This design comes from an exercise in tuning for small area and a short achievable clock period on the open sky130 flow, not from production work.
In this exercise RTL edits were held to simulation tests only and were not proved equivalent to the original.
The clock port is modelled as an ideal driver; clocking choices that lean on that would not hold on a real chip.
Power figures rest on the tool's default switching activity, not on a simulated workload.

==> design/flow/design.v <==
module mem #(
  parameter int DWIDTH = 32,
  parameter int AWIDTH = 7
)(
  input  logic                         clk_i,
  input  logic [DWIDTH-1:0]            data_i,
  input  logic [2**(AWIDTH-2)-1:0]     wr_row_i,
  input  logic [3:0]                   wr_bank_i,
  input  logic                         wr_ena_i,
  output logic [2**AWIDTH*DWIDTH-1:0]  words_o
);
  localparam int DEPTH = 2 ** AWIDTH;
  for( genvar i = 0; i < DEPTH; i++ )
    begin : g_word
      always_ff @( posedge clk_i )
        if( wr_ena_i && wr_row_i[i/4] && wr_bank_i[i%4] )
          words_o[i*DWIDTH +: DWIDTH] <= data_i;
    end
endmodule
module fifo #(
  parameter int DWIDTH = 32,
  parameter int AWIDTH = 7,
  parameter bit SHOWAHEAD = 1,
  parameter int ALMOST_FULL_VALUE  = 2 ** AWIDTH - 3,
  parameter int ALMOST_EMPTY_VALUE = 3,
  parameter bit REGISTER_OUTPUT = 0
)(
  input  logic              clk_i,
  input  logic              srst_i,
  input  logic [DWIDTH-1:0] data_i,
  input  logic              wrreq_i,
  input  logic              rdreq_i,
  output logic [DWIDTH-1:0] q_o,
  output logic              empty_o,
  output logic              full_o,
  output logic [AWIDTH-1:0] usedw_o,
  output logic              almost_full_o,
  output logic              almost_empty_o
);
  localparam int PTR_W = AWIDTH + 1;
  localparam int DEPTH = 2 ** AWIDTH;
  localparam int ROWS  = DEPTH / 4;
  localparam int RW    = AWIDTH - 2;
  localparam logic [ROWS-1:0] ROW_FIRST     = 1;
  localparam logic [ROWS-1:0] ROW_FIRST_N   = ~ROW_FIRST;
  localparam logic [ROWS-1:0] ROW_LAST_N    = ~( ROW_FIRST << ( ROWS - 1 ) );
  logic                    hold_last_q;
  logic [DEPTH*DWIDTH-1:0] words;
  logic [ROWS-1:0]         wr_row_q;
  logic [3:0]              wr_bank_q;
  mem #(
    .DWIDTH    ( DWIDTH             ),
    .AWIDTH    ( AWIDTH             )
  ) mem (
    .clk_i     ( clk_i              ),
    .data_i    ( data_i             ),
    .wr_row_i  ( wr_row_q           ),
    .wr_bank_i ( wr_bank_q          ),
    .wr_ena_i  ( wrreq_i            ),
    .words_o   ( words              )
  );
  logic              n_empty;      
  logic              n_full;       
  logic [AWIDTH-1:0] n_usedw;      
  logic              usedw_one;    
  logic [AWIDTH-1:0] usedw;
  assign usedw = ~n_usedw;
  logic wr_acc, rd_acc;
  assign wr_acc = wrreq_i && n_full;
  assign rd_acc = rdreq_i && n_empty;
  logic [PTR_W-1:0] ptr_diff, ptr_diff_inc, ptr_diff_dec;
  assign ptr_diff_inc = ptr_diff + PTR_W'(1);
  assign ptr_diff_dec = ptr_diff - PTR_W'(1);
  logic empty_same, empty_inc;
  logic full_same, full_wr, full_rd;
  assign empty_same = ( ptr_diff == PTR_W'(0) );
  assign empty_inc  = ( ptr_diff == PTR_W'(1) );
  assign full_same  = ( ptr_diff == PTR_W'(DEPTH)     );
  assign full_wr    = ( ptr_diff == PTR_W'(DEPTH - 1) );
  assign full_rd    = ( ptr_diff == PTR_W'(DEPTH + 1) );
  logic empty_o_next, full_o_next;
  assign empty_o_next = rd_acc ? empty_inc : empty_same;
  always_comb
    case( { wr_acc, rd_acc } )
      2'b10:   full_o_next = full_wr;
      2'b01:   full_o_next = full_rd;
      default: full_o_next = full_same;
    endcase
  always_ff @( posedge clk_i )
    if( srst_i )
      ptr_diff <= '0;
    else
      case( { wr_acc, rd_acc } )
        2'b10:   ptr_diff <= ptr_diff_inc;
        2'b01:   ptr_diff <= ptr_diff_dec;
        default: ;
      endcase
  logic [AWIDTH-1:0] usedw_inc, usedw_dec;
  assign usedw_inc = usedw + AWIDTH'(1);
  assign usedw_dec = usedw - AWIDTH'(1);
  logic af_inc, af_dec, af_same;
  logic ae_inc, ae_dec, ae_same;
  assign af_inc  = ( usedw_inc >= ALMOST_FULL_VALUE  );
  assign af_dec  = ( usedw_dec >= ALMOST_FULL_VALUE  );
  assign af_same = ( usedw     >= ALMOST_FULL_VALUE  );
  assign ae_inc  = ( usedw_inc <  ALMOST_EMPTY_VALUE );
  assign ae_dec  = ( usedw_dec <  ALMOST_EMPTY_VALUE );
  assign ae_same = ( usedw     <  ALMOST_EMPTY_VALUE );
  logic af_cnt, ae_cnt;
  always_comb
    case( { wrreq_i, rdreq_i } )
      2'b10:   begin af_cnt = af_inc;  ae_cnt = ae_inc;  end
      2'b01:   begin af_cnt = af_dec;  ae_cnt = ae_dec;  end
      default: begin af_cnt = af_same; ae_cnt = ae_same; end
    endcase
  logic [AWIDTH-1:0] usedw_next;
  always_comb
    if( srst_i )
      usedw_next = '0;
    else
      case( { wrreq_i, rdreq_i } )
        2'b10:   usedw_next = n_full  ? usedw_inc : usedw;
        2'b01:   usedw_next = n_empty ? usedw_dec : usedw;
        default: usedw_next = usedw;
      endcase
  always_ff @( posedge clk_i )
    begin
      usedw_o   <= usedw_next;
      n_usedw   <= ~usedw_next;
      usedw_one <= ( usedw_next == AWIDTH'(1) );
    end
  always_ff @( posedge clk_i )
    if( srst_i )
      hold_last_q <= 1'b0;
    else if( usedw_one && rdreq_i && !wrreq_i )
      hold_last_q <= 1'b1;
    else if( wrreq_i )
      hold_last_q <= 1'b0;
  always_ff @( posedge clk_i )
    begin
      almost_full_o  <= af_cnt || full_o_next;
      almost_empty_o <= ae_cnt && !full_o_next;
      full_o         <= full_o_next;
      empty_o        <= empty_o_next;
      n_full         <= !full_o_next;
      n_empty        <= !empty_o_next;
    end
  always_ff @( posedge clk_i )
    if( srst_i )
      begin
        wr_bank_q <= 4'b0001;
        wr_row_q  <= ROW_FIRST;
      end
    else if( wr_acc )
      begin
        wr_bank_q <= { wr_bank_q[2:0], wr_bank_q[3] };
        if( wr_bank_q[3] )
          wr_row_q <= { wr_row_q[ROWS-2:0], wr_row_q[ROWS-1] };
      end
  logic [ROWS-1:0] row_n_q, row_inc_n_q, row_dec_n_q;
  logic [3:0]      lo_oh_q;
  always_ff @( posedge clk_i )
    if( srst_i )
      begin
        lo_oh_q     <= 4'b0001;
        row_n_q     <= ROW_FIRST_N;
        row_inc_n_q <= ROW_FIRST_N;
        row_dec_n_q <= ROW_LAST_N;
      end
    else if( rd_acc )
      begin
        lo_oh_q     <= { lo_oh_q[2:0], lo_oh_q[3] };
        row_n_q     <= row_inc_n_q;
        row_dec_n_q <= row_n_q;
        if( lo_oh_q[2] )
          row_inc_n_q <= { row_inc_n_q[ROWS-2:0], row_inc_n_q[ROWS-1] };
      end
  logic [ROWS-1:0] row_n [4];
  assign row_n[0] = row_inc_n_q;
  assign row_n[1] = row_n_q;
  assign row_n[2] = row_n_q;
  assign row_n[3] = row_dec_n_q;
  logic [DWIDTH-1:0] bank_q [4];
  always_comb
    for( int b = 0; b < 4; b++ )
      begin
        bank_q[b] = '1;
        for( int i = 0; i < ROWS; i++ )
          bank_q[b] = bank_q[b] & ( words[(4*i+b)*DWIDTH +: DWIDTH] | {DWIDTH{row_n[b][i]}} );
      end
  logic [3:0] lo_same, lo_inc, lo_dec;
  assign lo_same = lo_oh_q;
  assign lo_inc  = { lo_oh_q[2:0], lo_oh_q[3] };
  assign lo_dec  = { lo_oh_q[0],   lo_oh_q[3:1] };
  logic [3:0] bank_sel_rd, bank_sel_nord, bank_sel;
  assign bank_sel_nord = hold_last_q ? lo_dec : lo_same;
  assign bank_sel_rd   = usedw_one   ? lo_same :
                         hold_last_q ? lo_dec  :
                         n_empty     ? lo_inc  :
                                       lo_same;
  assign bank_sel = rdreq_i ? bank_sel_rd : bank_sel_nord;
  logic [DWIDTH-1:0] q_next;
  always_comb
    begin
      q_next = '0;
      for( int b = 0; b < 4; b++ )
        q_next = q_next | ( bank_q[b] & {DWIDTH{bank_sel[b]}} );
    end
  always_ff @( posedge clk_i )
    q_o <= q_next;
endmodule
==> design/flow/run.sh <==
#!/bin/bash
# synth_recipe.tcl (not shown) runs the flow's synth.tcl, then flattens the netlist and writes it again
# the make line also repeats each setting of config.mk as NAME=value (left out here)
make -C /OpenROAD-flow-scripts/flow DESIGN_CONFIG=/design/flow/config.mk WORK_HOME=/design/flow/orfs CLKGATE_MAP_FILE= SYNTH_SCRIPT=/design/flow/synth_recipe.tcl finish
==> design/flow/config.mk <==
export PLATFORM = sky130hd
export DESIGN_NAME = fifo
export DESIGN_NICKNAME = fifo
export VERILOG_FILES = /design/flow/design.v
export SDC_FILE = /design/flow/constraint.sdc
export NUM_CORES = 4
export LEC_CHECK = 0
export CAP_MARGIN = 20
export CORE_MARGIN = 2
export CORE_UTILIZATION = 42
export CTS_CLUSTER_DIAMETER = 80
export CTS_CLUSTER_SIZE = 20
export PLACE_DENSITY = 0.5
export SETUP_SLACK_MARGIN = 2.1
export SLEW_MARGIN = 20
export TNS_END_PERCENT = 10
==> design/flow/constraint.sdc <==
create_clock -name core_clock -period 4.5 [get_ports {clk_i}]
set_input_delay 0.9000 -clock core_clock [delete_from_list [all_inputs] [get_ports {clk_i}]]
set_output_delay 0.9000 -clock core_clock [all_outputs]
set_load 0.01 [all_outputs]
==> notes.md, run 1 <==
status=finished clean; routed wire length=approximately 670 mm; 1st-iter DRT viols=between 15000 and 20000; Longest Clk Path Bufs=4; total net switching power=0.0264 W; xor and xnor fraction of the mapped netlist area=0.000576; critical setup path kind=register to register; commonest non-fill, non-tap cell in the layout=edfxtp_1; Crit Path Max Fanout=25; Avg Vias per Cell=around 6.8; min cycle time layout=between 2 and 3 ns; Clk pwr share=0.272; share of async-settable or async-resettable flops after synthesis=0; cell area after layout=around 170000 µm²; Vias=98100; initial antenna violation count=between 40 and 50; Fin. Hold Viols=0; clk sink count=roughly 4300; Worst Max-Slew Pin Slew=around 1.1 ns; post-DP HPWL=between 300 and 400 mm; RD Place Congestion=0.939; synth top area cells=edfxtp_1, o22ai_1, dfxtp_1, nor2_1, clkbuf_1; final worst slack=between 1.5 and 2 ns; count of pins over their slew limit=0; Synth Cell Area=between 150000 and 200000 µm²; register area share after synthesis=0.835; Synth Flop Type=edfxtp_1; first-pass GRT wire length=855 mm; GR Util All Layers=0.352; Critical Path Max Stage Delay=between 0.6 and 0.7 ns; post-synthesis cell count=~9100; VDD IR max=roughly 0.38 mV; Setup Viol. Count Final=0; largest net degree at the start of global routing=about 130; crit path cell chain=buf_4, buf_12, o22ai_1, nor2_1, nand4_1, nor3_1, or4_1; post-synth top area cell=edfxtp_1; Horiz. Die Dim=606 µm; clock skew=approximately 0.13 ns; Slew HR=0.242; Avg Inst Size Synth=around 17 µm²; site row count=220; WL/cell=about 46 µm; Core Area=360000 µm²; commonest non-fill, non-tap cells in the layout=edfxtp_1, o22ai_1, nor2_1; Synth Area in Compound Gates=0.0888; Area Overhead vs Synth=14.6%; M1 GR Usage=0.469; number of flops mapped to enable cells by yosys=4096; Yosys reg bits=~4300; grt total ovfl=0; CTS buffer count=240; busiest layer in global routing=met2; critical path capture point type=register; vias in the first global route=about 88000; fin nets=9623; Initial DRT Pass Iterations=6; Worst EP required=approximately 5.5 ns; crit start category=register; Worst path slowest cell=nand4_1; layout filler cell count=around 30000; H-tree Lvls=4; die height=roughly 610 µm; worst slack, placed=between 0.7 and 0.8 ns; Synth Area in Simple Gates=0.0592; Final Cycle Share=0.586; adder-cell share of the synthesized area=0.00115; library cells used by synthesis=a little under 60; die area=approximately 370000 µm²; Sw Ratio=0.310; CP Data Arrival Time=3.63 ns; M2 GR Usage=0.537; CTS tree=built; pwr/cell area=roughly 490 nW/µm²; post-synthesis mux area share=0.000263; Internal Power=about 0.06 W; Total Neg Setup Slack=0 ns; leak pwr=~55 nW; setup slack, reg-to-reg=1.86 ns; sequential group share of total power=0.535; CTS Root Cell=clkbuf_16; combinational fraction of design power=0.193; Yosys top cell area share=0.809; Clock transition at path regs=around 0.10 ns; RSZ-0062 raised after global routing=true; Synthesis Warnings=4; Detail Route Antenna Nets=0; Placement Cell Area=163000 µm²; Clock Latency Late Sink=approximately 1.0 ns; drt drc=0; Layout Utilization=0.485; # port buffers=78; starting density of the core=0.423; combinational family with the most area after synthesis=compound AO/OA/AOI/OAI gates; path type of the worst min-delay path=input pin to register; met3 Use GR=0.0903; I/O Pins=around 80; max cap viols=0; share of layout cells above drive strength 1=0.152; Fmax=around 380 MHz
[cell usage after synthesis, types with 51 or more instances]
library cell	number
o22ai_1	2051
nand4_1	247
nand2_1	290
nor3_1	125
and3_1	132
nor2_1	953
buf_1	89
a21oi_1	51
nand3_1	105
nor4_1	51
clkbuf_1	470
dfxtp_1	198
edfxtp_1	4096
[per-stage QoR]
step | instances | hold WS (ns) | power [W]
after floorplan | 9052 | 0.466 | 0.0507
after global placement | 13800 | 0.491 | 0.0600
after detailed placement | 13800 | 0.487 | 0.0599
after CTS | 14300 | 0.204 | 0.0834
after global routing | 14500 | 0.241 | 0.0862
final | 14500 | 0.251 | 0.0851
[registers in the layout (all words and copies together) (netlist names), 4 cells and up]
register	count
ptr_diff	8
lo_oh_q	4
q_o	32
usedw_o	7
row_dec_n_q	32
row_inc_n_q	32
mem.words_o	4096
n_usedw	7
wr_row_q	32
wr_bank_q	4
row_n_q	32
[path summary, 6_finish.rpt]
path                         from                 to  cells past startpoint
hold / removal         data_i[27]  mem.words_o[1211]                      1
hold reg to reg   row_dec_n_q[11]    row_dec_n_q[11]                      2
setup reg to reg       row_n_q[6]            q_o[31]                      7
setup / recovery       row_n_q[6]            q_o[31]                      7
[cell families (layout without fill, tap and decap cells)]
kind of cell | after synthesis | count (layout)
AOI/OAI and AO/OA | 2155 | 2155
xor gates and xnor gates | 10 | 10
adders and majority gates | 14 | 14
buffers and inverters | 604 | 1231
DFF | 4294 | 4294
muxes | 4 | 4
other | 0 | 24
and+or+nand+nor | 1971 | 1971
[metal layers]
metal,wire [µm],share of wire,vias to the layer above
met5,279,0.00042,-
met1,242000,0.36,52000
met4,41500,0.062,28
met3,86900,0.13,1311
li1,-,-,37400
met2,296000,0.44,7367
[worst max-delay path, delay by kind of cell (launching register included)]
kind	cells	cell delay (ns)
AO/OA/AOI/OAI	1	0.14
buffers and inverters	2	0.44
flip-flops	1	0.54
AND/OR/NAND/NOR	4	1.43
[power groups by stage]
stage               sequential, W  combinational, W  clock [W]
floorplan                  0.0452           0.00546          0
global placement           0.0476            0.0124          0
detailed placement         0.0476            0.0123          0
CTS                        0.0458            0.0145     0.0231
global route               0.0455            0.0164     0.0244
finish                     0.0455            0.0164     0.0232
[area by class of cell]
type                    instances  area, µm²  area share
clock buffers                 326       6420      0.0368
repair buffers                859      10700      0.0615
well taps                    4773       5970      0.0343
clock inverters                22        288     0.00165
inverters                      24       91.3    0.000524
diodes                         24       60.1    0.000344
flip-flops and latches       4294     127000       0.731
multi-input cells            4154      23400       0.134
[what timing repair did]
action	4_1_cts	5_1_grt
buffers inserted	156	129
hold buffers	0	0
pin swaps	37	83
endpoints found under the setup margin	212	513
cloned	1	14
resized for setup	316	143
==> inputs of run 2 (changes only) <==
==> design/flow/flow/run.sh (new file) <==
#!/bin/bash
# Standard ORFS layout (the standard.sh), with these changes:
#  - no timing repair at floorplan (REMOVE_ABC_BUFFERS=1): without placement
#    and clock tree its estimates mislead, and it stalls with a large margin;
#    timing is repaired after clock tree synthesis and global routing;
#  - ports are buffered with buf_4 instead of the resizer's default pick
#    (a delay cell), so the output ports are not slowed by their buffers;
#  - clock tree synthesis without dummy loads, clustering 20 sinks / 80 um,
#    and a wire unit of 8 um, which gives a 3-level H-tree instead of 4.
set -euo pipefail
bash standard.sh \
  'REMOVE_ABC_BUFFERS=1' \
  'BUFFER_PORTS_ARGS=-buffer_cell sky130_fd_sc_hd__buf_4' \
  'CTS_ARGS=-sink_clustering_enable -repair_clock_nets -dont_use_dummy_load -sink_clustering_size 20 -sink_clustering_max_diameter 80 -wire_unit 8' \
  finish > orfs_make.log 2>&1
==> design/flow/standard.sh (new file) <==
#!/bin/bash
# synth_recipe.tcl (not shown) runs the flow's synth.tcl, then flattens the netlist and writes it again
# the make line also repeats each setting of config.mk as NAME=value (left out here)
make -C /OpenROAD-flow-scripts/flow DESIGN_CONFIG=/design/flow/config.mk WORK_HOME=/design/flow/orfs CLKGATE_MAP_FILE= SYNTH_SCRIPT=/design/flow/synth_recipe.tcl "${@:-finish}"
--- a/design/flow/config.mk
+++ b/design/flow/config.mk
@@ -8,9 +8,7 @@
 export CAP_MARGIN = 20
 export CORE_MARGIN = 2
 export CORE_UTILIZATION = 42
-export CTS_CLUSTER_DIAMETER = 80
-export CTS_CLUSTER_SIZE = 20
 export PLACE_DENSITY = 0.5
-export SETUP_SLACK_MARGIN = 2.1
+export SETUP_SLACK_MARGIN = 2.2
 export SLEW_MARGIN = 20
 export TNS_END_PERCENT = 10
removed: design/flow/run.sh
==> run 2 against run 1 <==
  * Global-route usage rose by 1.0 points
  * Die area did not move
  * Sequential share of layout area fell by 0.29 points
  * Clock power fell by 3%
  * Sequential cell count did not move
  * Total power fell by 0.84%
  * Register-to-register slack improved by 0.12 ns
  * Non-clock buffer count rose by 118
  * Highest routed layer unchanged
  * Combinational power barely moved
  * Design area rose by 0.35%
  * Setup slack improved by 0.12 ns
  * Fmax rose by 4.8%
==> notes.md, run 2 <==
status=finished clean; minimum hold slack=about 0.44 ns; starting density of the core=0.423; Largest register FFs=slightly above 4000; most common cell in the synthesized netlist=edfxtp_1; Total Neg Setup Slack=0 ns; Horiz. Die Dim=slightly above 600 µm; Longest Clk Path Bufs=3; post-synthesis cell count=around 9000; Initial DRT Pass Iterations=6; Sw Ratio=0.309; Multi-input gate area=around 24000 µm²; initial antenna violation count=57; fin nets=about 9700; Worst Hold Path EP=mem.words_o[4028]; final non-filler cell total=about 14000; library cells used by synthesis=58; Avg Inst Size Synth=between 15 and 20 µm²; 1st-iter DRT viols=between 20000 and 25000; share of layout cells above drive strength 1=0.164; Clk pwr share=0.267; Slew HR=0.177; CTS tree=built; min cycle time layout=approximately 2.5 ns; grt total ovfl=0; CTS Root Cell=clkbuf_16; Worst Max-Slew Pin Slew=1.23 ns; critical path capture point type=register; GR Util All Layers=0.362; commonest non-fill, non-tap cells in the layout=edfxtp_1, o22ai_1, nor2_1; sequential group share of total power=0.537; RSZ-0062 raised after global routing=true; drt drc=0; Largest Register=mem.words_o; post-synth top area cell=edfxtp_1; Yosys top cell area share=0.809; Crit Path Max Fanout=7; Clock Latency Late Sink=0.93 ns; placed insts=about 14000; count of pins over their slew limit=0; Synth Cell Area=around 150000 µm²; total net switching power=0.0261 W; cell area after layout=roughly 170000 µm²; Detail Route Antenna Nets=0; clock skew=around 0.20 ns; Fmax=a little under 400 MHz; post-DP HPWL=~360 mm; worst slack, placed=between 1 and 1.5 ns; clk sink count=~4300; final worst slack=about 2.0 ns; routed wire length=between 600 and 700 mm; I/O Pins=79; CTS buffer count=between 200 and 250; Area Overhead vs Synth=15.0%; Core Area=between 300000 and 400000 µm²; FF-to-FF path depth=7; Fin. Hold Viols=0; die height=606 µm; Yosys reg bits=roughly 4300; first-pass GRT wire length=approximately 880 mm; Setup Viol. Count Final=0; # port buffers=78; largest net degree at the start of global routing=approximately 130; Internal Power=between 0.05 and 0.06 W; combinational fraction of design power=0.196; crit path cell chain=buf_6, buf_4, o22ai_1, nor2_1, nand4_1, nor3_2, or4_1; Final Cycle Share=0.560; pwr/cell area=about 480 nW/µm²; storage element area=127000 µm²; Clock transition at path regs=approximately 0.09 ns; synth top area cells=edfxtp_1, o22ai_1, dfxtp_1, nor2_1, clkbuf_1; vias in the first global route=around 90000; max cap viols=0; Placement Cell Area=162000 µm²; VDD IR max=a little under 0.7 mV; layout filler cell count=~30000; path type of the worst min-delay path=input pin to register; register area share after synthesis=0.835; WL/cell=46.8 µm; H-tree Lvls=4; leak pwr=55.1 nW; commonest non-fill, non-tap cell in the layout=edfxtp_1; Avg Vias per Cell=a little under 7; critical setup path kind=register to register; site row count=220; crit start category=register; r2r endpoint=q_o[15]; Worst path slowest cell=nor3_2; share of async-settable or async-resettable flops after synthesis=0; Synth Flop Type=edfxtp_1; synth cell count leaders=edfxtp_1, o22ai_1, nor2_1; Worst EP required=about 5.3 ns; RD Place Congestion=0.892; Critical Path Max Stage Delay=a little under 0.6 ns; Vias=between 100k and 150k; setup slack, reg-to-reg=roughly 2 ns; die area=367000 µm²; CP Data Arrival Time=3.31 ns; Synthesis Warnings=4; RR Startpoint=row_n_q[14]; critical hold path startpoint=data_i[28]; Hold Crit Depth=1; number of flops mapped to enable cells by yosys=between 4000 and 5000
[run 2: cell counts after synthesis]
No cell type changed its count.
[run 2: worst max-delay path by stage]
stage	startpoint	cells past startpoint	to
4_1_cts	q_o[11]	1	q_o[11]
3_5_place_dp	rdreq_i	6	q_o[23]
6_report	row_n_q[14]	7	q_o[15]
5_1_grt	n_empty	7	almost_empty_o
3_3_place_gp	rdreq_i	6	q_o[16]
2_1_floorplan	rdreq_i	8	ptr_diff[7]
[run 2: logic make-up after synthesis]
kind of cell / after synthesis / share of synthesized area
DFF: 4294 / 0.835
AOI/OAI and AO/OA: 2155 / 0.0888
and+or+nand+nor: 1971 / 0.0592
buffers and inverters: 604 / 0.0153
adders and majority gates: 14 / 0.00115
xor gates and xnor gates: 10 / 0.000576
muxes: 4 / 0.000263
[run 2: final cells by class]
class,count,area share
flip-flops and latches,4294,0.728
diodes,20,0.000286
clock buffers,238,0.0340
repair buffers,977,0.0672
well taps,4773,0.0341
multi-input cells,4157,0.136
inverters,24,0.000522
[run 2: stage by stage]
stage / power, W / util
final: 0.0844 / 0.486
after global routing: 0.0854 / 0.486
after CTS: 0.0833 / 0.484
after detailed placement: 0.0589 / 0.451
after global placement: 0.0589 / 0.451
after floorplan: 0.0503 / -
[run 2: power groups by stage]
stage	clock network (W)	registers (W)	logic (W)
2_1_floorplan	0	0.0463	0.00391
3_3_place_gp	0	0.0476	0.0113
3_5_place_dp	0	0.0476	0.0113
4_1_cts	0.0225	0.0453	0.0155
5_1_grt	0.0236	0.0452	0.0165
6_report	0.0225	0.0453	0.0166
[run 2: worst max-delay path, delay by kind of cell, from the launching register on]
kind | cells | cell delay [ns]
AND/OR/NAND/NOR | 4 | 1.36
AO/OA/AOI/OAI | 1 | 0.10
buffers and inverters | 2 | 0.50
flip-flops | 1 | 0.53
[run 2: repair_timing]
item,CTS,global route
hold buffers,0,0
buffers inserted,381,29
resized for setup,270,78
setup endpoints to repair,157,123
pin swaps,65,40
gates cloned,7,2
[run 2: metal layers]
metal | GRT usage | share of wire | vias up | routed length [µm]
li1 | - | - | 37500 | -
met1 | 0.498 | 0.36 | 53000 | 246000
met2 | 0.534 | 0.43 | 8555 | 292000
met3 | 0.0848 | 0.14 | 1551 | 92300
met4 | 0.196 | 0.070 | 20 | 47300
met5 | 0 | 0.00019 | - | 130
==> inputs of run 3 (changes only) <==
--- a/design/flow/flow/run.sh
+++ b/design/flow/flow/run.sh
@@ -5,11 +5,15 @@
 #    timing is repaired after clock tree synthesis and global routing;
 #  - ports are buffered with buf_4 instead of the resizer's default pick
 #    (a delay cell), so the output ports are not slowed by their buffers;
+#  - before clock tree synthesis, flip-flops driving output ports get the
+#    strongest drive of their type (flow/pre_cts.tcl);
 #  - clock tree synthesis without dummy loads, clustering 20 sinks / 80 um,
 #    and a wire unit of 8 um, which gives a 3-level H-tree instead of 4.
 set -euo pipefail
+here=$(cd "$(dirname "$0")" && pwd)
 bash standard.sh \
   'REMOVE_ABC_BUFFERS=1' \
   'BUFFER_PORTS_ARGS=-buffer_cell sky130_fd_sc_hd__buf_4' \
+  "PRE_CTS_TCL=$here/pre_cts.tcl" \
   'CTS_ARGS=-sink_clustering_enable -repair_clock_nets -dont_use_dummy_load -sink_clustering_size 20 -sink_clustering_max_diameter 80 -wire_unit 8' \
   finish > orfs_make.log 2>&1
==> design/flow/flow/pre_cts.tcl (new file) <==
# Before clock tree synthesis: give the flip-flops that drive output ports
# (through their port buffers) the strongest drive of their cell type, since
# their wire to the port buffer is long and the timing repair after clock
# tree synthesis does not resize flip-flops.
set n 0
foreach port [get_ports -filter "direction==output"] {
  set net [get_nets [get_name $port]]
  foreach drv [get_pins -of_objects $net -filter "direction==output"] {
    set buf [get_cells -of_objects $drv]
    foreach in [get_pins -of_objects $buf -filter "direction==input"] {
      set n2 [get_nets -of_objects $in]
      foreach d2 [get_pins -of_objects $n2 -filter "direction==output"] {
        set ff [get_cells -of_objects $d2]
        set m [get_property [get_lib_cells -of_objects $ff] name]
        if {[regexp {^sky130_fd_sc_hd__dfxtp_[12]$} $m]} {
          replace_cell $ff sky130_fd_sc_hd__dfxtp_4
          incr n
        }
      }
    }
  }
}
puts "pre_cts.tcl: resized $n output flip-flops to dfxtp_4"
==> run 3 against run 2 <==
  * Combinational power about the same
  * First-iteration DRC count grew 1.2%
  * Clock power hardly changed
  * Hold slack lost 0.013 ns
  * Setup slack worse by 0.12 ns
  * Critical endpoint is now q_o[29]
==> notes.md, run 3 <==
worst slack, placed=~1.1 ns; synth top area cells=edfxtp_1, o22ai_1, dfxtp_1, nor2_1, clkbuf_1; Slew HR=0.193; Largest register FFs=4096; I/O Pins=79; Initial DRT Pass Iterations=6; Avg Inst Size Synth=about 17 µm²; fin nets=slightly below 10000; CP dominant cell by count=buf_4; Yosys top cell area share=0.809; RR Startpoint=row_dec_n_q[21]; Fmax=~380 MHz; Critical Path Max Stage Delay=between 0.6 and 0.7 ns; crit path cell chain=buf_4, buf_4, o22ai_1, nor4_2, nand4_1, o22ai_2, or3_1; RSZ-0062 raised after global routing=true; commonest non-fill, non-tap cells in the layout=edfxtp_1, o22ai_1, nor2_1; die area=between 300000 and 400000 µm²; Fin. Hold Viols=0; Area Overhead vs Synth=15.3%; number of flops mapped to enable cells by yosys=between 4000 and 5000; Worst path slowest cell=nand4_1; grt total ovfl=0; WL/cell=46.8 µm; first-pass GRT wire length=880 mm; clock skew=about 0.19 ns; starting density of the core=0.423; critical setup path kind=register to register; routed wire length=679 mm; Final Cycle Share=0.586; die height=606 µm; status=finished clean; Synth Flop Type=edfxtp_1; library cells used by synthesis=58; initial antenna violation count=slightly below 70; share of layout cells above drive strength 1=0.170; count of pins over their slew limit=0; post-synth top area cell=edfxtp_1; Vias=101000; GR Util All Layers=0.362; Crit. Startpoint=row_dec_n_q[21]; Worst EP required=roughly 5.2 ns; Crit Path Max Fanout=8; # port buffers=78; min cycle time layout=2.64 ns; crit start category=register; site row count=220; Largest Register=mem.words_o; Detail Route Antenna Nets=0; Total Neg Setup Slack=0 ns; post-synthesis cell count=~9000; share of async-settable or async-resettable flops after synthesis=0; Setup Viol. Count Final=0; CTS buffer count=238; pwr/cell area=just under 500 nW/µm²; Horiz. Die Dim=just over 600 µm; drt drc=0; max cap viols=0; 1st-iter DRT viols=~20000; post-DP HPWL=364 mm; critical path capture point type=register; leak pwr=around 55 nW; Clock transition at path regs=around 0.090 ns; CP Data Arrival Time=3.38 ns; most common cell in the synthesized netlist=edfxtp_1; critical hold path startpoint=data_i[28]; largest net degree at the start of global routing=129; Synth Cell Area=around 150000 µm²; clk sink count=4294; Core Area=360000 µm²; commonest non-fill, non-tap cell in the layout=edfxtp_1; Worst Max-Slew Pin Slew=between 1 and 1.5 ns; register area share after synthesis=0.835; CTS tree=built; Yosys reg bits=approximately 4300; VDD IR max=slightly above 0.7 mV; Clock Latency Late Sink=between 0.9 and 1 ns; setup slack, reg-to-reg=about 1.9 ns; final worst slack=approximately 1.9 ns; path type of the worst min-delay path=input pin to register; RD Place Congestion=between 0.8 and 0.9; Synthesis Warnings=4; vias in the first global route=roughly 90000; Avg Vias per Cell=6.96; synth cell count leaders=edfxtp_1, o22ai_1, nor2_1
-- run 3: changes by cell type in the layout (fill, tap and decap cells not counted), moves of 8 or more --
| cell | change |
|---|---|
| buf_4 | +22 |
| buf_6 | +8 |
| dfxtp_4 | +36 |
| dfxtp_1 | -24 |
| dfxtp_2 | -12 |
-- run 3: cell type report --
type                    count  area, µm²
clock buffers             238       5960
well taps                4773       5970
fillers                 29900     184000
multi-input cells        4157      23800
inverters                  24       91.3
diodes                     18       45.0
repair buffers           1014      12100
flip-flops and latches   4294     127000
-- run 3: metal layers --
layer / vias up / GRT usage / part of all wire
met1: 53200 / 0.500 / 0.36
met3: 1563 / 0.0854 / 0.14
met5: - / 0 / 0.00033
met4: 34 / 0.195 / 0.068
met2: 8703 / 0.532 / 0.43
li1: 37600 / - / -
-- run 3: path summary, 6_finish.rpt --
check / end / cells after the start
max: q_o[29] / 7
min: mem.words_o[4028] / 1
min reg2reg: row_inc_n_q[15] / 2
max reg2reg: q_o[29] / 7
-- run 3: repair_timing --
item | 4_1_cts | 5_1_grt
hold buffers | 0 | 0
endpoints found under the setup margin | 133 | 103
pin swaps | 58 | 47
setup buffers | 373 | 73
gates resized for setup | 233 | 112
cloned | 7 | 3
-- run 3: cells by family after synthesis --
kind of cell,count (synthesis),synth area share
AOI/OAI and AO/OA,2155,0.0888
xor gates and xnor gates,10,0.000576
adders and majority gates,14,0.00115
buffers and inverters,604,0.0153
DFF,4294,0.835
muxes,4,0.000263
and+or+nand+nor,1971,0.0592
-- run 3: stage by stage --
stage                     instances  hold slack (ns)  utilization  total power, W  cell area, µm²
after global placement        13800            0.508        0.451          0.0589          162000
after floorplan                8472            0.460            -          0.0503          150000
after CTS                     14400            0.462        0.484          0.0833          174000
after detailed placement      13800            0.507        0.451          0.0589          162000
final                         14500            0.423        0.488          0.0846          175000
after global routing          14500            0.410        0.488          0.0856          175000
-- run 3: worst max-delay path: cells and delay by family, from the launching register on --
| family | cells | cell delay, ns |
|---|---|---|
| compound gates | 2 | 0.47 |
| buf+inv | 2 | 0.37 |
| flops | 1 | 0.37 |
| simple gates | 3 | 1.23 |
-- run 3: power breakdown --
group          total, W  switching [W]  internal (W)
registers        0.0454        0.00116        0.0442
logic            0.0167         0.0117       0.00496
clock network    0.0225         0.0132       0.00928
==> inputs of run 4 (changes only) <==
--- a/design/flow/config.mk
+++ b/design/flow/config.mk
@@ -7,8 +7,8 @@
 export LEC_CHECK = 0
 export CAP_MARGIN = 20
 export CORE_MARGIN = 2
-export CORE_UTILIZATION = 42
-export PLACE_DENSITY = 0.5
+export CORE_UTILIZATION = 50
+export PLACE_DENSITY = 0.6
 export SETUP_SLACK_MARGIN = 2.2
 export SLEW_MARGIN = 20
 export TNS_END_PERCENT = 10
==> run 4 against run 3 <==
  * Register-to-register slack improved by 0.03 ns
  * Clock skew fell by 0.016 ns
  * Fmax rose by 1.1%
  * Wire length fell by 6.0%
  * Total power fell by 0.44%
  * Sequential power barely moved
  * Combinational power barely moved
  * Area after synthesis did not move
  * Clock-buffer cell count fell by 3
  * Still clean on timing, DRC and antenna
  * Largest power group unchanged
==> notes.md, run 4 <==
GR Util All Layers=0.401; die area=309000 µm²; VDD IR max=0.560 mV; post-DP HPWL=348 mm; leak pwr=55.1 nW; max cap viols=0; most common cell in the synthesized netlist=edfxtp_1; Initial DRT Pass Iterations=8; post-synthesis cell count=a little over 9000; Synth Flop Type=edfxtp_1; WL/cell=about 47 µm; Met2 Wirelength=between 200 and 300 mm; Clock transition at path regs=0.09 ns; xor and xnor fraction of the mapped netlist area=0.000576; Total Neg Setup Slack=0 ns; synth cell count leaders=edfxtp_1, o22ai_1, nor2_1; die height=about 560 µm; RD Place Congestion=about 0.94; Crit Path Max Fanout=9; critical path capture point type=register; I/O Pins=79; fin nets=a little under 10000; share of async-settable or async-resettable flops after synthesis=0; Synthesis Warnings=4; Largest Register=mem.words_o; critical setup path kind=register to register; Avg Vias per Cell=roughly 7.4; site row count=between 200 and 250; Area Overhead vs Synth=14.6%; layout filler cell count=around 23000; number of flops mapped to enable cells by yosys=between 4000 and 5000; Clock Latency Late Sink=about 0.90 ns; share of layout cells above drive strength 1=0.170; # port buffers=a little under 80; Final Cycle Share=0.580; Detail Route Antenna Nets=0; Worst EP required=approximately 5.2 ns; post-synth top area cell=edfxtp_1; Worst Max-Slew Pin Slew=around 1.2 ns; clock skew=0.176 ns; CTS buffer count=between 200 and 250; 1st-iter DRT viols=22600; Synth Area in Simple Gates=0.0592; vias in the first global route=~91000; Horiz. Die Dim=556 µm; CTS tree=built; Synth Cell Area=~150000 µm²; register area share after synthesis=0.835; Core Area=between 300000 and 400000 µm²; min cycle time layout=about 2.6 ns; path type of the worst min-delay path=register to register; drt drc=0; combinational family with the most area after synthesis=compound AO/OA/AOI/OAI gates; post-synthesis mux area share=0.000263; RSZ-0062 raised after global routing=true; Setup Viol. Count Final=0; largest net degree at the start of global routing=129; Layout Utilization=0.575; Slew HR=0.200; initial antenna violation count=50; Avg Inst Size Synth=16.8 µm²; synth top area cells=edfxtp_1, o22ai_1, dfxtp_1, nor2_1, clkbuf_1; starting density of the core=0.502; met3 wire len=~110 mm; routed wire length=between 600 and 700 mm; Fmax=~380 MHz; commonest non-fill, non-tap cells in the layout=edfxtp_1, o22ai_1, nor2_1; count of pins over their slew limit=0; Yosys top cell area share=0.809; commonest non-fill, non-tap cell in the layout=edfxtp_1; pwr/cell area=between 400 and 500 nW/µm²; clk sink count=4294; Vias=102000; Synth Area in Compound Gates=0.0888; CP Data Arrival Time=3.31 ns; Fin. Hold Viols=0; Largest register FFs=between 4000 and 5000; Yosys reg bits=4294; top sig layer=met5; adder-cell share of the synthesized area=0.00115; grt total ovfl=0; status=finished clean; crit start category=register; library cells used by synthesis=just under 60; first-pass GRT wire length=829 mm; Post-Route M1 WL=a little over 200 mm
-- run 4: where the power goes --
group | switching, W | leakage [nW] | total [W] | internal [W]
sequential | 0.00125 | 38.5 | 0.0455 | 0.0442
combinational | 0.0117 | 13.8 | 0.0168 | 0.00506
clock | 0.0128 | 2.90 | 0.0220 | 0.00916
total | 0.0258 | 55.1 | 0.0842 | 0.0585
-- run 4: metrics by stage --
| step | power [W] | cell area, µm² | hold slack [ns] | std cells | setup WS [ns] |
|---|---|---|---|---|---|
| floorplan | 0.0503 | 150000 | 0.460 | 8472 | 0.353 |
| global placement | 0.0586 | 161000 | 0.511 | 13000 | 1.09 |
| detailed placement | 0.0586 | 161000 | 0.519 | 13000 | 1.19 |
| CTS | 0.0817 | 171000 | 0.497 | 13500 | 2.03 |
| global route | 0.0849 | 174000 | 0.476 | 13700 | 2.06 |
| finish | 0.0842 | 174000 | 0.495 | 13700 | 1.89 |
-- run 4: area by class of cell --
type	instances	area, µm²	area share
repair buffers	995	11700	0.0673
inverters	24	91.3	0.000524
well taps	3978	4980	0.0286
flip-flops and latches	4294	128000	0.732
diodes	42	105	0.000603
clock buffers	235	5880	0.0337
multi-input cells	4155	24000	0.137
-- run 4: repair_timing --
item                                   4_1_cts  5_1_grt
endpoints found under the hold margin        0        0
cloned                                       6       11
setup endpoints to repair                 2039      650
pin swaps                                   60      103
setup buffers                              289      144
hold buffers                                 0        0
resized for setup                          211      219
-- run 4: final timing paths --
check	from	to	slack [ns]	cells past startpoint
hold / removal	row_n_q[31]	row_dec_n_q[31]	0.50	2
setup / recovery	row_n_q[17]	q_o[30]	1.89	7
setup reg to reg	row_n_q[17]	q_o[30]	1.89	7
hold reg to reg	row_n_q[31]	row_dec_n_q[31]	0.50	2
-- run 4: routing by layer --
| layer | GRT usage | up-vias |
|---|---|---|
| li1 | - | 37600 |
| met3 | 0.153 | 2169 |
| met5 | 0.00563 | - |
| met1 | 0.528 | 51300 |
| met2 | 0.561 | 10900 |
| met4 | 0.254 | 26 |
-- run 4: logic make-up (layout without fill, tap and decap cells) --
| logic type | count (synthesis) | count (layout) |
|---|---|---|
| muxes | 4 | 4 |
| xor gates and xnor gates | 10 | 10 |
| other | 0 | 42 |
| buffers and inverters | 604 | 1254 |
| adders and majority gates | 14 | 14 |
| DFF | 4294 | 4294 |
| and+or+nand+nor | 1971 | 1972 |
| AOI/OAI and AO/OA | 2155 | 2155 |
-- run 4: critical path, stage by stage, from the launching register on --
cell     delay [ns]
dfxtp_4        0.38
buf_12         0.18
buf_4          0.31
o22ai_1        0.12
nor2_1         0.13
nand4_1        0.82
nor3_2         0.41
or4_1          0.16
==> inputs of run 5 (changes only) <==
--- a/design/flow/design.v
+++ b/design/flow/design.v
@@ -157,13 +157,14 @@
         if( wr_bank_q[3] )
           wr_row_q <= { wr_row_q[ROWS-2:0], wr_row_q[ROWS-1] };
       end
-  logic [ROWS-1:0] row_n_q, row_inc_n_q, row_dec_n_q;
+  logic [ROWS-1:0] row_n_q, row_p_q, row_inc_n_q, row_dec_n_q;
   logic [3:0]      lo_oh_q;
   always_ff @( posedge clk_i )
     if( srst_i )
       begin
         lo_oh_q     <= 4'b0001;
         row_n_q     <= ROW_FIRST_N;
+        row_p_q     <= ROW_FIRST;
         row_inc_n_q <= ROW_FIRST_N;
         row_dec_n_q <= ROW_LAST_N;
       end
@@ -171,23 +172,26 @@
       begin
         lo_oh_q     <= { lo_oh_q[2:0], lo_oh_q[3] };
         row_n_q     <= row_inc_n_q;
+        row_p_q     <= ~row_inc_n_q;
         row_dec_n_q <= row_n_q;
         if( lo_oh_q[2] )
           row_inc_n_q <= { row_inc_n_q[ROWS-2:0], row_inc_n_q[ROWS-1] };
       end
-  logic [ROWS-1:0] row_n [4];
-  assign row_n[0] = row_inc_n_q;
-  assign row_n[1] = row_n_q;
-  assign row_n[2] = row_n_q;
-  assign row_n[3] = row_dec_n_q;
   logic [DWIDTH-1:0] bank_q [4];
   always_comb
-    for( int b = 0; b < 4; b++ )
-      begin
-        bank_q[b] = '1;
-        for( int i = 0; i < ROWS; i++ )
-          bank_q[b] = bank_q[b] & ( words[(4*i+b)*DWIDTH +: DWIDTH] | {DWIDTH{row_n[b][i]}} );
-      end
+    begin
+      bank_q[0] = '1;
+      bank_q[1] = '1;
+      bank_q[2] = '0;
+      bank_q[3] = '1;
+      for( int i = 0; i < ROWS; i++ )
+        begin
+          bank_q[0] = bank_q[0] & ( words[(4*i+0)*DWIDTH +: DWIDTH] | {DWIDTH{row_inc_n_q[i]}} );
+          bank_q[1] = bank_q[1] & ( words[(4*i+1)*DWIDTH +: DWIDTH] | {DWIDTH{row_n_q[i]}}     );
+          bank_q[2] = bank_q[2] | ( words[(4*i+2)*DWIDTH +: DWIDTH] & {DWIDTH{row_p_q[i]}}     );
+          bank_q[3] = bank_q[3] & ( words[(4*i+3)*DWIDTH +: DWIDTH] | {DWIDTH{row_dec_n_q[i]}} );
+        end
+    end
   logic [3:0] lo_same, lo_inc, lo_dec;
   assign lo_same = lo_oh_q;
   assign lo_inc  = { lo_oh_q[2:0], lo_oh_q[3] };
--- a/design/flow/config.mk
+++ b/design/flow/config.mk
@@ -7,8 +7,8 @@
 export LEC_CHECK = 0
 export CAP_MARGIN = 20
 export CORE_MARGIN = 2
-export CORE_UTILIZATION = 50
-export PLACE_DENSITY = 0.6
+export CORE_UTILIZATION = 42
+export PLACE_DENSITY = 0.5
 export SETUP_SLACK_MARGIN = 2.2
 export SLEW_MARGIN = 20
 export TNS_END_PERCENT = 10
==> run 5 against run 4 <==
  * Register-to-register slack better by 0.07 ns
  * Setup slack better by 0.072 ns
  * Fmax increased by 2.8%
  * Sequential share of layout area fell by 1.4 points
  * Non-clock buffer count increased by 244
  * Clock skew up 0.041 ns
  * Global-route usage down 5.7 points
  * Clock power is 3% higher
  * Sequential cell count rose by 32
  * Die area up 19%
  * Design area grew 2.6%
  * Via count decreased by 3.3%
  * Largest cell class unchanged
  * Largest power group unchanged
  * Highest routed layer unchanged
==> notes.md, run 5 <==
status=finished clean; CTS buffer count=between 200 and 250; clk sink count=between 4000 and 5000; Post-CTS Hold Buffers=0; Horiz. Die Dim=~600 µm; die height=about 600 µm; number of flops mapped to enable cells by yosys=between 4000 and 5000; synth cell count leaders=edfxtp_1, o22ai_1, a22oi_1; Area Overhead vs Synth=17.1%; Avg Vias per Cell=about 6.9; initial antenna violation count=55; Initial DRT Pass Iterations=7; # port buffers=just under 80; CTS tree=built; Crit. Startpoint=row_n_q[8]; CP Data Arrival Time=3.18 ns; cell family with most CP delay=simple AND/OR/NAND/NOR gates; pwr/cell area=approximately 430 nW/µm²; Fmax=approximately 400 MHz; total net switching power=0.0204 W; FF-to-FF path depth=9; Yosys reg bits=approximately 4300; max cap viols=0; layout filler cell count=approximately 30000; most common cell in the synthesized netlist=edfxtp_1; Placement Cell Area=about 160000 µm²; library cells used by synthesis=64; CP dominant cell by count=buf_12; Clock Latency Late Sink=just over 0.9 ns; site row count=around 220; Largest Register=mem.words_o; busiest layer in global routing=met2; combinational fraction of design power=0.124; M2 GR Usage=0.524; post-DP HPWL=between 300 and 400 mm; Setup Viol. Count Final=0; Worst Max-Slew Pin Slew=1.22 ns; Synthesis Warnings=3; fin nets=about 9400; grt total ovfl=0; leak pwr=56.1 nW; Fin. Hold Viols=0; routed wire length=approximately 650 mm; Core Area=~360000 µm²; synth top area cells=edfxtp_1, o22ai_1, dfxtp_1, a22oi_1, nor4_1; Total Neg Setup Slack=0 ns; Avg Inst Size Synth=between 15 and 20 µm²; drt drc=0; starting density of the core=0.422; Yosys top cell area share=0.806; RSZ-0062 raised after global routing=true; commonest non-fill, non-tap cell in the layout=edfxtp_1; Clk pwr share=0.292; Buf+Inv Stages, Crit Path=5; Worst path slowest cell=nand4_1; VDD IR max=0.781 mV; sequential group share of total power=0.584; WL/cell=about 46 µm; Synth Cell Area=approximately 150000 µm²; share of layout cells above drive strength 1=0.220; vias in the first global route=just under 90000; Sw Ratio=0.264; r2r endpoint=q_o[26]; Final Cycle Share=0.564; Slew HR=0.188; minimum hold slack=approximately 0.52 ns; Power Total=~0.077 W; setup slack, reg-to-reg=around 2.0 ns; critical path capture point type=register; post-synthesis cell count=roughly 8500; first-pass GRT wire length=between 800 and 900 mm; post-synth top area cell=edfxtp_1; Largest register FFs=4096; I/O Pins=between 70 and 80; crit path cell chain=buf_12, buf_16, buf_12, buf_12, buf_8, o22ai_4, nor4_2, nand4_1, o221ai_2; share of async-settable or async-resettable flops after synthesis=0; Crit Path Max Fanout=3; path type of the worst min-delay path=input pin to register; M1 GR Usage=0.480; largest net degree at the start of global routing=98; Critical Path Max Stage Delay=slightly below 0.6 ns; RR Startpoint=row_n_q[8]; min cycle time layout=2.54 ns; RD Place Congestion=0.891; count of pins over their slew limit=0; GR Util All Layers=0.345; Vias=just under 100k; clock skew=0.217 ns; met3 Use GR=0.0748; register area share after synthesis=0.836; Critical Path Stages=9; crit path capture=q_o[26]; Detail Route Antenna Nets=0; crit start category=register; 1st-iter DRT viols=18800; Synth Flop Type=edfxtp_1; critical setup path kind=register to register; Internal Power=about 0.057 W; Worst EP required=between 5 and 6 ns; die area=368000 µm²; commonest non-fill, non-tap cells in the layout=edfxtp_1, o22ai_1, buf_4; Clock transition at path regs=approximately 0.090 ns; cell area after layout=between 150000 and 200000 µm²
[run 5: logic make-up (layout without fill, tap and decap cells)]
group	Yosys count	count (layout)	share of synthesized area
adders and majority gates	14	14	0.00115
and+or+nand+nor	1239	1241	0.0458
muxes	5	5	0.000336
DFF	4326	4326	0.836
xor gates and xnor gates	13	13	0.000746
other	0	22	0
AOI/OAI and AO/OA	2277	2277	0.0987
buffers and inverters	639	1503	0.0170
[run 5: final cells by class]
| cell class | count | area, µm² | share of cell area |
|---|---|---|---|
| Timing Repair Buffer | 1239 | 13800 | 0.0770 |
| Antenna cell | 22 | 55.1 | 0.000308 |
| Inverter | 24 | 90.1 | 0.000504 |
| Tap cell | 4794 | 6000 | 0.0336 |
| Sequential cell | 4326 | 128000 | 0.718 |
| Clock buffer | 240 | 6010 | 0.0336 |
| Multi-Input combinational cell | 3550 | 24600 | 0.138 |
[run 5: layer usage]
layer	routed length (µm)	up-vias
li1	-	37000
met1	243000	52200
met2	289000	7965
met3	83400	1309
met4	35300	14
met5	83	-
[run 5: what timing repair did]
item	CTS	global route
cloned	7	6
gates resized for setup	527	213
pin swaps	125	98
setup endpoints to repair	1613	481
setup buffers	402	157
[run 5: how the worst min path moves through the flow]
| stage | from | endpoint | slack, ns | depth (start not counted) |
|---|---|---|---|---|
| 6_report | data_i[28] | mem.words_o[3004] | 0.52 | 1 |
| 3_3_place_gp | lo_oh_q[0] | lo_oh_q[1] | 0.50 | 2 |
| 3_5_place_dp | lo_oh_q[0] | lo_oh_q[1] | 0.52 | 2 |
| 5_1_grt | data_i[28] | mem.words_o[3004] | 0.53 | 1 |
| 2_1_floorplan | wr_row_q[30] | wr_row_q[31] | 0.46 | 2 |
| 4_1_cts | data_i[28] | mem.words_o[444] | 0.50 | 1 |
[run 5: power by group through the flow]
stage / logic [W] / registers [W] / clock network (W)
final: 0.00957 / 0.0451 / 0.0226
after global routing: 0.00961 / 0.0451 / 0.0238
after CTS: 0.00891 / 0.0451 / 0.0226
after detailed placement: 0.00723 / 0.0464 / 0
after global placement: 0.00720 / 0.0464 / 0
after floorplan: 0.00223 / 0.0460 / 0
[run 5: per-stage QoR]
step | std cells | worst slack [ns] | utilization
after detailed placement | 13400 | 0.678 | 0.451
after global placement | 13400 | 0.553 | 0.450
final | 14200 | 1.96 | 0.494
after CTS | 14000 | 1.92 | 0.486
after floorplan | 7898 | -0.328 | -
after global routing | 14200 | 2.05 | 0.494

[static timing again, ports no longer ideal]
How much do the figures lean on ideal ports? The routed layouts below were timed once more, with nothing changed but the port constraints.
Step 1 (the two cells are an assumption about what drives the block):
set clk [get_ports {clk_i}]
set_driving_cell -lib_cell sky130_fd_sc_hd__clkbuf_16 $clk
set_driving_cell -lib_cell sky130_fd_sc_hd__buf_2 [delete_from_list [all_inputs] $clk]
Step 2 times the ports against the registers' clock, not the clock port: input delays grow and output delays shrink by t, the midpoint of the rising clock arrivals with the driver on.
Slacks: ideal ports / drivers / drivers and shift; pairs: ideal ports / drivers.
run	t, ns	setup WS [ns]	hold WS [ns]
run 1	1.115	1.862 / 1.800 / 1.347	0.251 / 0.221 / 0.502
run 2	0.938	1.981 / 1.946 / 1.237	0.436 / 0.352 / 0.473
run 3	0.940	1.864 / 1.864 / 1.201	0.423 / 0.337 / 0.469
run 4	0.916	1.892 / 1.892 / 1.252	0.495 / 0.486 / 0.495
run 5	0.937	1.964 / 1.959 / 1.287	0.520 / 0.460 / 0.554
After both steps every run listed still meets setup and hold. For run 2, which loses most, drivers alone change the setup slack by -0.035 ns; drivers and shift together by -0.744 ns.
